Context: an optimization exercise on an open-source flow, tuned for small area. The choices shown serve that exercise and are no tape-out recipe. The RTL was checked by simulation tests, not by an equivalence proof against the original design. Power is estimated from default activity; no workload was simulated.

==> inputs of run H <==
==> flow/design.v <==
module top(
    input clk,
    input morse_in,
    input btn_space,
    input btn_newline,
    input rst_n,
    output tx_pin
);
    reg [7:0] ms_counter;
    wire ms_tick = (ms_counter == 8'd72);
    always @(posedge clk or negedge rst_n) begin
        if (!rst_n) ms_counter <= 8'd0;
        else if (ms_tick) ms_counter <= 8'd0;
        else ms_counter <= {ms_counter[6:0], ~(ms_counter[7] ^ ms_counter[6] ^ ms_counter[5])};
    end
    reg morse_sync_r1, morse_sync_r2, key_prev;
    always @(posedge clk or negedge rst_n) begin
        if (!rst_n) morse_sync_r1 <= 1'b0;
        else morse_sync_r1 <= morse_in;
    end
    always @(posedge clk) begin
        morse_sync_r2 <= morse_sync_r1;
        key_prev <= morse_sync_r2;
    end
    wire key_pressed  =  morse_sync_r2 & ~key_prev;
    wire key_released = ~morse_sync_r2 &  key_prev;
    reg [12:0] db3_cnt, db4_cnt;
    reg db3_run, db4_run;
    reg db3_state, db4_state;
    wire db3_diff = btn_space ^ db3_state;
    wire db4_diff = btn_newline ^ db4_state;
    wire db3_flip = db3_diff & db3_run & (db3_cnt == 13'd311);
    wire db4_flip = db4_diff & db4_run & (db4_cnt == 13'd311);
    always @(posedge clk or negedge rst_n) begin
        if (!rst_n) begin
            db3_run <= 1'b0;
            db3_state <= 1'b0;
            db4_run <= 1'b0;
            db4_state <= 1'b0;
        end else begin
            db3_run <= db3_diff & ~db3_flip;
            db3_state <= db3_state ^ db3_flip;
            db4_run <= db4_diff & ~db4_flip;
            db4_state <= db4_state ^ db4_flip;
        end
    end
    always @(posedge clk) begin
        db3_cnt <= db3_run ? {db3_cnt[11:0], ~(db3_cnt[12] ^ db3_cnt[0])} : 13'd1;
        db4_cnt <= db4_run ? {db4_cnt[11:0], ~(db4_cnt[12] ^ db4_cnt[0])} : 13'd1;
    end
    wire btn3_pressed = ~db3_state;
    wire btn4_pressed = ~db4_state;
    reg btn3_prev, btn4_prev;
    always @(posedge clk) begin
        btn3_prev <= btn3_pressed;
        btn4_prev <= btn4_pressed;
    end
    wire btn3_just_pressed = btn3_pressed & ~btn3_prev;
    wire btn4_just_pressed = btn4_pressed & ~btn4_prev;
    wire manual_backspace_press = btn4_just_pressed &  btn3_pressed;
    wire manual_space_press     = btn3_just_pressed & ~btn4_pressed;
    wire manual_newline_press   = btn4_just_pressed & ~btn3_pressed;
    localparam S_IDLE = 2'd0, S_PRESSED = 2'd1, S_GAP = 2'd2;
    reg [1:0] state;
    reg [10:0] timer;
    reg gap_letter, gap_word;
    wire [10:0] timer_inc = timer + 11'd1;
    wire is_idle    = (state == S_IDLE);
    wire is_pressed = (state == S_PRESSED);
    wire is_gap     = (state == S_GAP);
    wire long_press = is_pressed & ms_tick & (timer == 11'd2000);
    wire line_fire  = is_gap & ms_tick & (timer == 11'd1200);
    wire gap_line         = is_idle & timer[10] & ~timer[9];
    wire long_press_clear = is_idle & timer[9];
    wire new_sym   = is_pressed & ~long_press & key_released & (timer > 11'd50);
    wire sym_dash  = (timer >= 11'd200);
    always @(posedge clk or negedge rst_n) begin
        if (!rst_n) begin
            state <= S_IDLE;
        end else begin
            case (state)
                S_IDLE:    if (key_pressed) state <= S_PRESSED;
                S_PRESSED: if (long_press) state <= S_IDLE;
                           else if (key_released) state <= S_GAP;
                default:   if (line_fire) state <= S_IDLE;
                           else if (key_pressed) state <= S_PRESSED;
            endcase
        end
    end
    always @(posedge clk) begin
        gap_letter <= is_gap & ms_tick & (timer == 11'd400);
        gap_word   <= is_gap & ms_tick & (timer == 11'd700);
        case (state)
            S_IDLE: timer <= 11'd0;
            S_PRESSED: begin
                if (long_press) timer <= timer_inc;
                else if (key_released) timer <= 11'd0;
                else if (ms_tick) timer <= timer_inc;
            end
            default: begin
                if (line_fire) timer <= timer_inc;
                else if (key_pressed) timer <= 11'd0;
                else if (ms_tick) timer <= timer_inc;
            end
        endcase
    end
    reg [6:0] symbols;
    wire buf_clear_req = gap_letter | gap_word | gap_line | manual_backspace_press;
    wire buf_hold;
    wire letter_done;
    wire buf_clear = (buf_clear_req & ~buf_hold) | letter_done;
    wire [6:0] sym_base = buf_clear ? 7'd1 : symbols;
    always @(posedge clk or negedge rst_n) begin
        if (!rst_n) symbols <= 7'd1;
        else if (new_sym & ~sym_base[6]) symbols <= {sym_base[5:0], sym_dash};
        else if (buf_clear) symbols <= 7'd1;
    end
    reg [6:0] dec;
    always @(*) begin
        case (symbols)
            7'd5: dec = 7'h41;  
            7'd24: dec = 7'h42;  
            7'd26: dec = 7'h43;  
            7'd12: dec = 7'h44;  
            7'd2: dec = 7'h45;  
            7'd18: dec = 7'h46;  
            7'd14: dec = 7'h47;  
            7'd16: dec = 7'h48;  
            7'd4: dec = 7'h49;  
            7'd23: dec = 7'h4A;  
            7'd13: dec = 7'h4B;  
            7'd20: dec = 7'h4C;  
            7'd7: dec = 7'h4D;  
            7'd6: dec = 7'h4E;  
            7'd15: dec = 7'h4F;  
            7'd22: dec = 7'h50;  
            7'd29: dec = 7'h51;  
            7'd10: dec = 7'h52;  
            7'd8: dec = 7'h53;  
            7'd3: dec = 7'h54;  
            7'd9: dec = 7'h55;  
            7'd17: dec = 7'h56;  
            7'd11: dec = 7'h57;  
            7'd25: dec = 7'h58;  
            7'd27: dec = 7'h59;  
            7'd28: dec = 7'h5A;  
            7'd63: dec = 7'h30;  
            7'd47: dec = 7'h31;  
            7'd39: dec = 7'h32;  
            7'd35: dec = 7'h33;  
            7'd33: dec = 7'h34;  
            7'd32: dec = 7'h35;  
            7'd48: dec = 7'h36;  
            7'd56: dec = 7'h37;  
            7'd60: dec = 7'h38;  
            7'd62: dec = 7'h39;  
            default: dec = 7'h3F;
        endcase
    end
    localparam Q_SP   = 4'd0,   
               Q_LET  = 4'd1,   
               Q_LF   = 4'd2,   
               Q_BS3  = 4'd3,   
               Q_H    = 4'd4,   
               Q_CR   = 4'd5,   
               Q_BS0  = 4'd6,   
               Q_BS1  = 4'd7,   
               Q_SP2  = 4'd8,   
               Q_CLR0 = 4'd9,   
               Q_ESC1 = 4'd10,  
               Q_LB1  = 4'd11,  
               Q_TWO  = 4'd12,  
               Q_J    = 4'd13,  
               Q_ESC2 = 4'd14,  
               Q_LB2  = 4'd15;  
    reg [3:0] q;
    reg [3:0] bitpos;
    reg [4:0] bitclk;
    wire uart_free = (bitpos == 4'd1);
    wire bit_end = (bitclk == 5'd9);
    reg [3:0] q_next;
    reg q_last;
    reg [6:0] q_char;
    always @(*) begin
        q_last = 1'b0;
        case (q)
            Q_SP:    begin q_char = 7'h20; q_next = Q_SP;   q_last = 1'b1; end
            Q_LET:   begin q_char = dec;   q_next = Q_SP;   q_last = 1'b1; end
            Q_LF:    begin q_char = 7'h0A; q_next = Q_SP;   q_last = 1'b1; end
            Q_BS3:   begin q_char = 7'h08; q_next = Q_SP;   q_last = 1'b1; end
            Q_H:     begin q_char = 7'h48; q_next = Q_SP;   q_last = 1'b1; end
            Q_CR:    begin q_char = 7'h0D; q_next = Q_LF;   end
            Q_BS0:   begin q_char = 7'h08; q_next = Q_BS1;  end
            Q_BS1:   begin q_char = 7'h08; q_next = Q_SP2;  end
            Q_SP2:   begin q_char = 7'h20; q_next = Q_BS3;  end
            Q_CLR0:  begin q_char = 7'h1B; q_next = Q_ESC1; end
            Q_ESC1:  begin q_char = 7'h1B; q_next = Q_LB1;  end
            Q_LB1:   begin q_char = 7'h5B; q_next = Q_TWO;  end
            Q_TWO:   begin q_char = 7'h32; q_next = Q_J;    end
            Q_J:     begin q_char = 7'h4A; q_next = Q_ESC2; end
            Q_ESC2:  begin q_char = 7'h1B; q_next = Q_LB2;  end
            default: begin q_char = 7'h5B; q_next = Q_H;    end
        endcase
    end
    reg send;
    reg send_letter;
    reg [3:0] q_upd;
    always @(*) begin
        send = 1'b0;
        send_letter = 1'b0;
        q_upd = q;
        if (uart_free) begin
            if (q_last) begin
                if (manual_backspace_press) q_upd = Q_BS0;
                else if (long_press_clear) q_upd = Q_CLR0;
                else if (manual_space_press) begin
                    send = 1'b1; q_upd = Q_SP;
                end else if (manual_newline_press) begin
                    send = 1'b1; q_upd = Q_CR;
                end else if (gap_letter) begin
                    send = 1'b1; send_letter = 1'b1; q_upd = Q_LET;
                end else if (gap_word) begin
                    send = 1'b1; q_upd = Q_SP;
                end else if (gap_line) begin
                    send = 1'b1; q_upd = Q_CR;
                end
            end else begin
                send = 1'b1;
                q_upd = q_next;
            end
        end
    end
    assign buf_hold = send_letter | ((q == Q_LET) & ~uart_free);
    assign letter_done = (q == Q_LET) & (bitpos == 4'd0) & bit_end;
    always @(posedge clk or negedge rst_n) begin
        if (!rst_n) q <= Q_SP;
        else q <= q_upd;
    end
    always @(posedge clk or negedge rst_n) begin
        if (!rst_n) bitpos <= 4'd1;
        else if (send) bitpos <= 4'd6;
        else if (bit_end && !uart_free) bitpos <= bitpos + 4'd1;
    end
    always @(posedge clk) begin
        if (send) bitclk <= 5'd20;
        else bitclk <= bit_end ? 5'd0 : {bitclk[3:0], ~(bitclk[4] ^ bitclk[2])};
    end
    assign tx_pin = bitpos[3] ? (bitpos[2:0] != 3'd7 && q_char[bitpos[2:0]]) : (bitpos != 4'd7);
endmodule
==> flow/flow/run.sh <==
#!/bin/bash
# Own layout flow: the standard flow (standard.sh), with two changes to
# synthesis only:
#  1. ADDER_MAP_FILE is empty, so Yosys does not turn XOR/AND pairs into
#     half-adder cells (extract_fa); ABC maps that logic instead.
#  2. After the standard synthesis, the combinational cells are re-mapped by
#     ABC with an area-oriented script (post_synth.sh). Every flip-flop cell
#     of the standard synthesis is kept as it is: same instance names, cell
#     types and Q net names. The re-mapped netlist is proven equivalent to the
#     standard one with Yosys (equiv_make/equiv_induct); if the proof fails the
#     standard netlist is used unchanged.
# Port buffers are sky130_fd_sc_hd__buf_1 (BUFFER_PORTS_ARGS) instead of the
# default choice.
# Floorplan, placement, CTS, routing and finishing are standard.sh unchanged.
set -euo pipefail
WORK=$(pwd)
R=$WORK/orfs/results/$FLOW_PLATFORM/top/base
bash standard.sh ADDER_MAP_FILE= synth > log_1_synth.log 2>&1
cp $R/1_2_yosys.v $WORK/std_1_2_yosys.v
if bash flow/post_synth.sh $WORK/std_1_2_yosys.v $WORK/post_1_2_yosys.v > log_2_post_synth.log 2>&1; then
  cp $WORK/post_1_2_yosys.v $R/1_2_yosys.v
  rm -f $R/1_synth.odb $R/1_synth.sdc
  echo "post-synthesis netlist used" >> log_2_post_synth.log
else
  echo "post-synthesis failed or not proven; standard netlist kept" >> log_2_post_synth.log
fi
bash standard.sh ADDER_MAP_FILE= "BUFFER_PORTS_ARGS=-buffer_cell sky130_fd_sc_hd__buf_1" finish > log_3_finish.log 2>&1
==> flow/flow/area.abc <==
&get -n
&st
&deepsyn -T 120
&dch -f
&nf -R 1000
&put
==> flow/flow/post_synth.sh <==
#!/bin/bash
# post_synth.sh IN OUT: re-map the combinational cells of netlist IN with ABC,
# keeping its flip-flops, write OUT, and prove OUT equivalent to IN.
set -euo pipefail
IN=$1; OUT=$2
HERE=$(cd "$(dirname "$0")" && pwd)
YOSYS=$(command -v yosys || echo "$FLOW_HOME/../tools/install/yosys/bin/yosys")
PDIR=$FLOW_HOME/platforms/$FLOW_PLATFORM
LIB=$PDIR/lib/sky130_fd_sc_hd__tt_025C_1v80.lib
DU=""
for c in $(sed -n '/DONT_USE_CELLS += /,/^$/p' $PDIR/config.mk | tr -d '\\' | grep -o 'sky130_fd_sc_hd__[a-z0-9_]*'); do DU="$DU -dont_use $c"; done
$YOSYS -l log_post_synth_yosys.log -p "
read_liberty -ignore_miss_func $LIB
blackbox sky130_fd_sc_hd__df* sky130_fd_sc_hd__edf* sky130_fd_sc_hd__conb_1
read_verilog $IN
hierarchy -top $FLOW_TOP
flatten
rename -hide w:*.*
opt_clean
abc -liberty $LIB $DU -script $HERE/area.abc
setundef -zero
hilomap -singleton -hicell sky130_fd_sc_hd__conb_1 HI -locell sky130_fd_sc_hd__conb_1 LO
splitnets
opt_clean -purge
insbuf -buf sky130_fd_sc_hd__buf_4 A X
write_verilog -noattr -nohex -nodec $OUT
stat -liberty $LIB
"
$YOSYS -l log_post_synth_equiv.log -p "
read_liberty -ignore_miss_func $LIB
read_verilog $IN
rename $FLOW_TOP gold
read_verilog $OUT
rename $FLOW_TOP gate
flatten
rename -hide w:*.* w:_*_
opt_clean -purge
async2sync
equiv_make gold gate equiv
hierarchy -top equiv
equiv_simple -seq 2
equiv_induct
equiv_status -assert
"
==> flow/standard.sh <==
#!/bin/bash
# synth_recipe.tcl (not shown) runs the flow's synth.tcl, then flattens the netlist and writes it again
# the make line also repeats each setting of config.mk as NAME=value (left out here)
make -C /OpenROAD-flow-scripts/flow DESIGN_CONFIG=/design/flow/config.mk WORK_HOME=/design/flow/orfs CLKGATE_MAP_FILE= SYNTH_SCRIPT=/design/flow/synth_recipe.tcl "${@:-finish}"
==> flow/config.mk <==
export PLATFORM = sky130hd
export DESIGN_NAME = top
export DESIGN_NICKNAME = top
export VERILOG_FILES = /design/flow/design.v
export SDC_FILE = /design/flow/constraint.sdc
export NUM_CORES = 4
export LEC_CHECK = 0
export CAP_MARGIN = 20
export CORE_MARGIN = 2
export CORE_UTILIZATION = 40
export SLEW_MARGIN = 20
==> flow/constraint.sdc <==
create_clock -name core_clock -period 10.0 [get_ports {clk}]
set_input_delay 2.0000 -clock core_clock [delete_from_list [all_inputs] [get_ports {clk}]]
set_output_delay 2.0000 -clock core_clock [all_outputs]
set_load 0.01 [all_outputs]
==> run B (differences from run H) <==
--- a/flow/flow/run.sh
+++ b/flow/flow/run.sh
@@ -10,8 +10,9 @@
 #     standard one with Yosys (equiv_make/equiv_induct); if the proof fails the
 #     standard netlist is used unchanged.
 # Port buffers are sky130_fd_sc_hd__buf_1 (BUFFER_PORTS_ARGS) instead of the
-# default choice.
-# Floorplan, placement, CTS, routing and finishing are standard.sh unchanged.
+# default choice, and clock tree synthesis inserts no dummy loads
+# (CTS_ARGS adds -dont_use_dummy_load to the standard arguments).
+# Otherwise floorplan, placement, CTS, routing and finishing are standard.sh.
 set -euo pipefail
 WORK=$(pwd)
 R=$WORK/orfs/results/$FLOW_PLATFORM/top/base
@@ -24,4 +25,5 @@
 else
   echo "post-synthesis failed or not proven; standard netlist kept" >> log_2_post_synth.log
 fi
-bash standard.sh ADDER_MAP_FILE= "BUFFER_PORTS_ARGS=-buffer_cell sky130_fd_sc_hd__buf_1" finish > log_3_finish.log 2>&1
+bash standard.sh ADDER_MAP_FILE= "BUFFER_PORTS_ARGS=-buffer_cell sky130_fd_sc_hd__buf_1" \
+  "CTS_ARGS=-sink_clustering_enable -repair_clock_nets -dont_use_dummy_load" finish > log_3_finish.log 2>&1
==> flow/flow/area.abc (replaced) <==
&get -n
&st
&deepsyn -T 60
&dch -f
&nf -R 1000
&st
&deepsyn -T 60
&dch -f
&nf -R 1000
&st
&deepsyn -T 60
&dch -f
&nf -R 1000
&put
==> run E (differences from run H) <==
--- a/flow/flow/run.sh
+++ b/flow/flow/run.sh
@@ -10,8 +10,9 @@
 #     standard one with Yosys (equiv_make/equiv_induct); if the proof fails the
 #     standard netlist is used unchanged.
 # Port buffers are sky130_fd_sc_hd__buf_1 (BUFFER_PORTS_ARGS) instead of the
-# default choice.
-# Floorplan, placement, CTS, routing and finishing are standard.sh unchanged.
+# default choice, and clock tree synthesis inserts no dummy loads
+# (CTS_ARGS adds -dont_use_dummy_load to the standard arguments).
+# Otherwise floorplan, placement, CTS, routing and finishing are standard.sh.
 set -euo pipefail
 WORK=$(pwd)
 R=$WORK/orfs/results/$FLOW_PLATFORM/top/base
@@ -24,4 +25,5 @@
 else
   echo "post-synthesis failed or not proven; standard netlist kept" >> log_2_post_synth.log
 fi
-bash standard.sh ADDER_MAP_FILE= "BUFFER_PORTS_ARGS=-buffer_cell sky130_fd_sc_hd__buf_1" finish > log_3_finish.log 2>&1
+bash standard.sh ADDER_MAP_FILE= "BUFFER_PORTS_ARGS=-buffer_cell sky130_fd_sc_hd__buf_1" \
+  "CTS_ARGS=-repair_clock_nets -dont_use_dummy_load -buf_list sky130_fd_sc_hd__clkbuf_8 -root_buf sky130_fd_sc_hd__clkbuf_8" finish > log_3_finish.log 2>&1
==> out/results.tsv <==
stage	metric	value	unit
status	result of the run	no timing/DRC/antenna violations	
sta	Post-Route Hold Slack	0.347	ns
power	combinational logic power	0.148	mW
global_routing	GRT met2 Usage	26.2	%
cells_and_area	net count reported at finish	393	
power	Cell Pwr Density	207	nW/um^2
cells_and_area	#MultiIn Comb	281	
global_routing	vias in the first global route	2598	
power	total chip power	0.771	mW
cells_and_area	count of placed standard cells in the final layout, fillers left out	498	
cells_and_area	clock distribution area overhead in the final layout	4.86	%
synthesis	synthesized area per cell	9.14	sq um
[end of results for run H]
==> out/results.tsv <==
stage	metric	value	unit
floorplanning	number of well taps	105	
cells_and_area	clock distribution area overhead in the final layout	3.40	%
synthesis	synthesized area per cell	9.29	sq um
status	result of the run	no timing/DRC/antenna violations	
sta	Post-Route Hold Slack	0.350	ns
cells_and_area	count of placed standard cells in the final layout, fillers left out	482	
power	Cell Pwr Density	202	nW/um^2
cells_and_area	#MultiIn Comb	277	
power	combinational logic power	0.152	mW
power	total chip power	0.737	mW
cells_and_area	fraction of area in non-clock buffers	0.549	%
global_routing	GRT met2 Usage	25.1	%
[end of results for run B]
==> out/results.tsv <==
stage	metric	value	unit
cells_and_area	#MultiIn Comb	278	
sta	Post-Route Hold Slack	0.343	ns
placed_design	final estimated routing congestion in global placement	0.916	
power	combinational logic power	0.175	mW
cells_and_area	count of placed standard cells in the final layout, fillers left out	484	
global_routing	GRT met2 Usage	24.8	%
synthesis	synthesized area per cell	9.22	sq um
cells_and_area	net count reported at finish	386	
status	result of the run	no timing/DRC/antenna violations	
cells_and_area	clock distribution area overhead in the final layout	3.40	%
route	Detailed Route WL	6.69	mm
cells_and_area	sequential fraction of total cell area	47.1	%
[end of results for run E]

afterwards: timing with drivers on the ports:
No port has a modelled driver above. Below, the same layouts with a new extraction and two added sets of constraints.
Step 1, drivers: a clkbuf_16 drives clk and a buf_2 each remaining input, both assumed.
Step 2 adds t to the input delays and takes it off the output delays; t is the mean of the earliest and latest rising clock arrival at the registers after step 1. Input paths then give back, and output paths get back, about the clock's delay inside the block.
a / b / c = ideal / step 1 / step 2; a / b = the first two.
run	t, ns	setup slack, ns	worst setup path at the end	slew at the worst register clock pin (ns)
run H	0.372	4.570 / 4.541 / 4.913	register to output	0.09 / 0.09
run B	0.366	3.960 / 3.931 / 4.297	register to output	0.08 / 0.08
run E	0.368	4.922 / 4.894 / 5.262	register to output	0.08 / 0.08
After both steps setup and hold are still met in every run listed.
